This design comes from an exercise in tuning for small area on the open sky130 flow, not from production work.
Only simulation tests tie the RTL to the original design; equivalence was not proved.
Power figures rest on the tool's default switching activity, not on a simulated workload.

==> module debayer, before the edit <==
module debayer
    #(
    parameter line_length = 64
    )
    (
        input               clk,
        input               reset,
        input               sof_in,
        input [9:0]         pixel_data,
        input               pixel_data_valid,
        output logic [15:0] pixel_out_data,
        output logic        pixel_out_data_valid,
        output logic        sof,
        output logic        sof_2
    );
    assign sof_2 = sof;
    localparam [2:0] ST_WAITFIRSTLINES = 3'd0,
                     ST_WAITFIRSTPIX   = 3'd1,
                     ST_G_B            = 3'd2,
                     ST_G_R            = 3'd3,
                     ST_R              = 3'd4,
                     ST_B              = 3'd5;
    localparam SEG = line_length - 5;    
    wire rst = reset | sof_in;
    logic [2:0]  db_state;
    logic        last_gb;
    logic [5:0]  pixel_x;
    logic [5:1]  pixel_valid;
    logic [8:0]  pixels_received;        
    logic [4:1]  hit;                    
    logic        sclr;
    logic [1:0]  rd_lvl;                 
    logic [1:0]  rd_lvl_d;
    logic [2:0]  xtra;                   
    logic        rgb_pixel_valid;
    logic [9:0]  buf_pixel, buf2_pixel;
    wire sh = pixel_valid[2] & ~rst;
    logic [4:0][9:0] w4;
    logic [4:0][7:0] w3, w2, w1;
    logic [4:2][7:0] w0;
    logic [SEG-1:0][7:0] d3;
    logic [SEG:0][7:0]   d2, d1, d0;
    always @(posedge clk) begin
        if (sh) begin
            w4 <= {buf2_pixel, w4[4:1]};
            d3 <= {d3[SEG-2:0], w4[0][9:2]};
            w3 <= {d3[SEG-1], w3[4:1]};
            d2 <= {d2[SEG-1:0], w3[0]};
            w2 <= {(xtra[2] ? d2[SEG] : d2[SEG-1]), w2[4:1]};
            d1 <= {d1[SEG-1:0], w2[0]};
            w1 <= {(xtra[1] ? d1[SEG] : d1[SEG-1]), w1[4:1]};
            d0 <= {d0[SEG-1:0], w1[0]};
            w0 <= {(xtra[0] ? d0[SEG] : d0[SEG-1]), w0[4:3]};
        end
    end
    function automatic [9:0] ex(input [7:0] v);
        ex = {v, 2'b10};
    endfunction
    wire [9:0] p02 = ex(w0[2]);
    wire [9:0] p11 = ex(w1[1]), p12 = ex(w1[2]), p13 = ex(w1[3]);
    wire [9:0] p20 = ex(w2[0]), p21 = ex(w2[1]), p22 = ex(w2[2]), p23 = ex(w2[3]), p24 = ex(w2[4]);
    wire [9:0] p31 = ex(w3[1]), p32 = ex(w3[2]), p33 = ex(w3[3]);
    wire [9:0] p42 = w4[2];
    wire signed [15:0] s_gatrb = 16'sd0 + (p22 << 2) + ((p12 + p21 + p23 + p32) << 1)
                                 - (p02 + p20 + p24 + p42);
    wire signed [15:0] s_ratg_r_b = 16'sd0 + (p22 << 2) + p22 + ((p21 + p23) << 2)
                                 + ((p02 + p42) >> 1)
                                 - (p20 + p11 + p31 + p13 + p24 + p33);
    wire signed [15:0] s_ratg_b_r = 16'sd0 + (p22 << 2) + p22 + ((p12 + p32) << 2)
                                 + ((p20 + p24) >> 1)
                                 - (p02 + p11 + p31 + p13 + p42 + p33);
    wire signed [15:0] s_ratb = 16'sd0 + (p22 << 2) + (p22 << 1) + ((p11 + p13 + p31 + p33) << 1)
                                 - ((p02 + (p02 >> 1)) + (p20 + (p20 >> 1))
                                  + (p24 + (p24 >> 1)) + (p42 + (p42 >> 1)));
    function automatic [5:0] top6(input signed [15:0] s);
        top6 = s[15] ? 6'd0 : (s[14] | s[13]) ? 6'h3F : s[12:7];
    endfunction
    logic [5:0] k_g;         
    logic [4:0] k_b;         
    logic [4:0] k_rgb;       
    logic [4:0] k_rgr;       
    logic [5:0] k_c;         
    always @(posedge clk) begin
        k_g   <= top6(s_gatrb);
        k_b   <= top6(s_ratb) >> 1;
        k_rgb <= top6(s_ratg_r_b) >> 1;
        k_rgr <= top6(s_ratg_b_r) >> 1;
        k_c   <= p22[9:4];
    end
    logic [2:0] nstate;
    logic       n_last_gb;
    logic [5:0] n_pixel_x;
    always_comb begin
        nstate    = db_state;
        n_last_gb = last_gb;
        n_pixel_x = pixel_x;
        if (pixel_valid[4] && hit[4])
            nstate = ST_G_R;
        case (db_state)
            ST_R: if (pixel_valid[5]) begin
                n_pixel_x = pixel_x + 6'd2;
                if (pixel_x == line_length - 6) begin
                    nstate    = ST_WAITFIRSTPIX;
                    n_last_gb = 1'b0;
                end else
                    nstate = ST_G_R;
            end
            ST_G_R: if (pixel_valid[5]) nstate = ST_R;
            ST_G_B: if (pixel_valid[5]) begin
                n_pixel_x = pixel_x + 6'd2;
                if (pixel_x == line_length - 6) begin
                    nstate    = ST_WAITFIRSTPIX;
                    n_last_gb = 1'b1;
                end else
                    nstate = ST_B;
            end
            ST_B: if (pixel_valid[5]) nstate = ST_G_B;
            ST_WAITFIRSTPIX: if (pixel_valid[5]) begin
                if (pixel_x == line_length - 1) begin
                    n_pixel_x = 6'd0;
                    nstate    = last_gb ? ST_G_R : ST_B;
                end else
                    n_pixel_x = pixel_x + 6'd1;
            end
            default: ;
        endcase
    end
    logic [15:0] c1, colors;
    always @(posedge clk) begin
        case (nstate)
            ST_R:    c1 <= {k_b,          k_g,      k_c[5:1]};
            ST_G_R:  c1 <= {k_rgr,        k_c,      k_rgb};
            ST_G_B:  c1 <= {k_rgb,        k_c,      k_rgr};
            default: c1 <= {k_c[5:1],     k_g,      k_b};
        endcase
        colors         <= c1;
        pixel_out_data <= colors;
    end
    always @(posedge clk) begin
        buf_pixel  <= pixel_data;
        buf2_pixel <= buf_pixel;
        sclr       <= rst;
        if (rst) begin
            db_state             <= ST_WAITFIRSTLINES;
            pixel_x              <= 6'd0;
            pixel_valid          <= 5'd0;
            pixels_received      <= 9'd0;
            hit                  <= 4'd0;
            rd_lvl               <= 2'd0;
            sof                  <= 1'b0;
            rgb_pixel_valid      <= 1'b0;
            pixel_out_data_valid <= 1'b0;
        end else begin
            pixel_valid          <= {pixel_valid[4:1], pixel_data_valid};
            pixel_out_data_valid <= rgb_pixel_valid;
            rd_lvl_d             <= rd_lvl;
            if (sclr)
                xtra <= (rd_lvl_d == 2'd3) ? 3'b111 : (rd_lvl_d == 2'd2) ? 3'b110 :
                        (rd_lvl_d == 2'd1) ? 3'b100 : 3'b000;
            rd_lvl <= 2'd0;
            hit    <= {hit[3:1], 1'b0};
            if (pixel_data_valid) begin
                if (pixels_received != 9'd261)
                    pixels_received <= pixels_received + 9'd1;
                hit[1] <= (pixels_received == 9'd260);
                rd_lvl <= (pixels_received > 9'd180) ? 2'd3 :
                          (pixels_received > 9'd121) ? 2'd2 :
                          (pixels_received > 9'd62)  ? 2'd1 : 2'd0;
            end
            if (pixel_valid[4] && hit[4])
                sof <= 1'b1;
            if (db_state == ST_R)
                sof <= 1'b0;
            db_state <= nstate;
            last_gb  <= n_last_gb;
            pixel_x  <= n_pixel_x;
            rgb_pixel_valid <= (db_state == ST_R || db_state == ST_G_R ||
                                db_state == ST_G_B || db_state == ST_B) && pixel_valid[5];
        end
    end
endmodule
Settings: LEC_CHECK=0, CAP_MARGIN=20, CORE_MARGIN=2, CORE_UTILIZATION=40, SLEW_MARGIN=20; clock period 6.0 ns.
run.sh (not shown) runs the stock make flow with config.mk's settings and CLKGATE_MAP_FILE= SYNTH_SCRIPT=/design/flow/synth_recipe.tcl, a recipe that flattens the netlist after the stock synthesis.
The baseline completed and failed the layout checks on setup timing.
Next try:
--- a/flow/design.v
+++ b/flow/design.v
@@ -52,41 +52,45 @@
             d0 <= {d0[SEG-1:0], w1[0]};
             w0 <= {(xtra[0] ? d0[SEG] : d0[SEG-1]), w0[4:3]};
         end
     end
-    function automatic [9:0] ex(input [7:0] v);
-        ex = {v, 2'b10};
+    wire [7:0] q02 = w0[2];
+    wire [7:0] q11 = w1[1], q12 = w1[2], q13 = w1[3];
+    wire [7:0] q20 = w2[0], q21 = w2[1], q22 = w2[2], q23 = w2[3], q24 = w2[4];
+    wire [7:0] q31 = w3[1], q32 = w3[2], q33 = w3[3];
+    wire [9:0] r   = w4[2];
+    wire [15:0] s_gatrb = 16'd18 + {q22, 4'd0}
+                        + {q12, 3'd0} + {q21, 3'd0} + {q23, 3'd0} + {q32, 3'd0}
+                        - {q02, 2'd0} - {q20, 2'd0} - {q24, 2'd0} - r;
+    wire [15:0] s2_ratg_r_b = 16'd30 + {q22, 5'd0} + {q22, 3'd0}
+                        + {q21, 5'd0} + {q23, 5'd0} + {q02, 2'd0} + {r[9:1], 1'b0}
+                        - {q20, 3'd0} - {q24, 3'd0}
+                        - {q11, 3'd0} - {q13, 3'd0} - {q31, 3'd0} - {q33, 3'd0};
+    wire [15:0] s2_ratg_b_r = 16'd36 + {q22, 5'd0} + {q22, 3'd0}
+                        + {q12, 5'd0} + {q32, 5'd0} + {q20, 2'd0} + {q24, 2'd0}
+                        - {q02, 3'd0} - {r, 1'b0}
+                        - {q11, 3'd0} - {q13, 3'd0} - {q31, 3'd0} - {q33, 3'd0};
+    wire [15:0] s2_ratb = 16'd38 + {q22, 5'd0} + {q22, 4'd0}
+                        + {q11, 4'd0} + {q13, 4'd0} + {q31, 4'd0} + {q33, 4'd0}
+                        - {q02, 3'd0} - {q02, 2'd0} - {q20, 3'd0} - {q20, 2'd0}
+                        - {q24, 3'd0} - {q24, 2'd0} - {r, 1'b0} - r + r[0];
+    function automatic [5:0] top6(input [15:0] s);
+        top6 = s[15] ? 6'd0 : (s[14] | s[13]) ? 6'h3F : s[12:7];
     endfunction
-    wire [9:0] p02 = ex(w0[2]);
-    wire [9:0] p11 = ex(w1[1]), p12 = ex(w1[2]), p13 = ex(w1[3]);
-    wire [9:0] p20 = ex(w2[0]), p21 = ex(w2[1]), p22 = ex(w2[2]), p23 = ex(w2[3]), p24 = ex(w2[4]);
-    wire [9:0] p31 = ex(w3[1]), p32 = ex(w3[2]), p33 = ex(w3[3]);
-    wire [9:0] p42 = w4[2];
-    wire signed [15:0] s_gatrb = 16'sd0 + (p22 << 2) + ((p12 + p21 + p23 + p32) << 1)
-                                 - (p02 + p20 + p24 + p42);
-    wire signed [15:0] s_ratg_r_b = 16'sd0 + (p22 << 2) + p22 + ((p21 + p23) << 2)
-                                 + ((p02 + p42) >> 1)
-                                 - (p20 + p11 + p31 + p13 + p24 + p33);
-    wire signed [15:0] s_ratg_b_r = 16'sd0 + (p22 << 2) + p22 + ((p12 + p32) << 2)
-                                 + ((p20 + p24) >> 1)
-                                 - (p02 + p11 + p31 + p13 + p42 + p33);
-    wire signed [15:0] s_ratb = 16'sd0 + (p22 << 2) + (p22 << 1) + ((p11 + p13 + p31 + p33) << 1)
-                                 - ((p02 + (p02 >> 1)) + (p20 + (p20 >> 1))
-                                  + (p24 + (p24 >> 1)) + (p42 + (p42 >> 1)));
-    function automatic [5:0] top6(input signed [15:0] s);
-        top6 = s[15] ? 6'd0 : (s[14] | s[13]) ? 6'h3F : s[12:7];
+    function automatic [5:0] top6x2(input [15:0] s2);
+        top6x2 = s2[15] ? 6'd0 : s2[14] ? 6'h3F : s2[13:8];
     endfunction
     logic [5:0] k_g;         
     logic [4:0] k_b;         
     logic [4:0] k_rgb;       
     logic [4:0] k_rgr;       
     logic [5:0] k_c;         
     always @(posedge clk) begin
         k_g   <= top6(s_gatrb);
-        k_b   <= top6(s_ratb) >> 1;
-        k_rgb <= top6(s_ratg_r_b) >> 1;
-        k_rgr <= top6(s_ratg_b_r) >> 1;
-        k_c   <= p22[9:4];
+        k_b   <= top6x2(s2_ratb) >> 1;
+        k_rgb <= top6x2(s2_ratg_r_b) >> 1;
+        k_rgr <= top6x2(s2_ratg_b_r) >> 1;
+        k_c   <= q22[7:2];
     end
     logic [2:0] nstate;
     logic       n_last_gb;
     logic [5:0] n_pixel_x;
The new run completed with no timing, DRC or antenna violations.
Power rose by 4.2%.
Register-to-register slack improves by 640 ps.
Cell area fell by 3.1%.
Global-route usage fell by 0.21 points.
Clock power rose by about 10%.
Wire length fell by 2.7%.
Via count fell by 5.9%.
Fmax rose by 11%.
Die area fell by 1.2%.
Non-clock buffer count fell by 220.

==> what the ideal ports hide <==
In the flow no input, the clock included, has a driving cell. The finished layouts below were timed again as built, in two steps.
Step 1 assumes that a clkbuf_16 drives the clock port and a buf_2 every other input.
Step 2 also shifts input and output timing later by t, the mid clock arrival at the registers, as if the neighbouring blocks saw the same clock.
a / b / c = ideal ports / drivers / drivers and shift; a / b = the first two.
run | t (ns) | setup WS [ns] | hold slack, ns | worst slew at a driven data input, ns
the first run | 0.875 | -0.367 / -0.367 / -0.367 | 0.325 / 0.325 / 0.325 | 0.07
the second run | 0.879 | 0.275 / 0.275 / 0.275 | 0.313 / 0.313 / 0.313 | 0.05
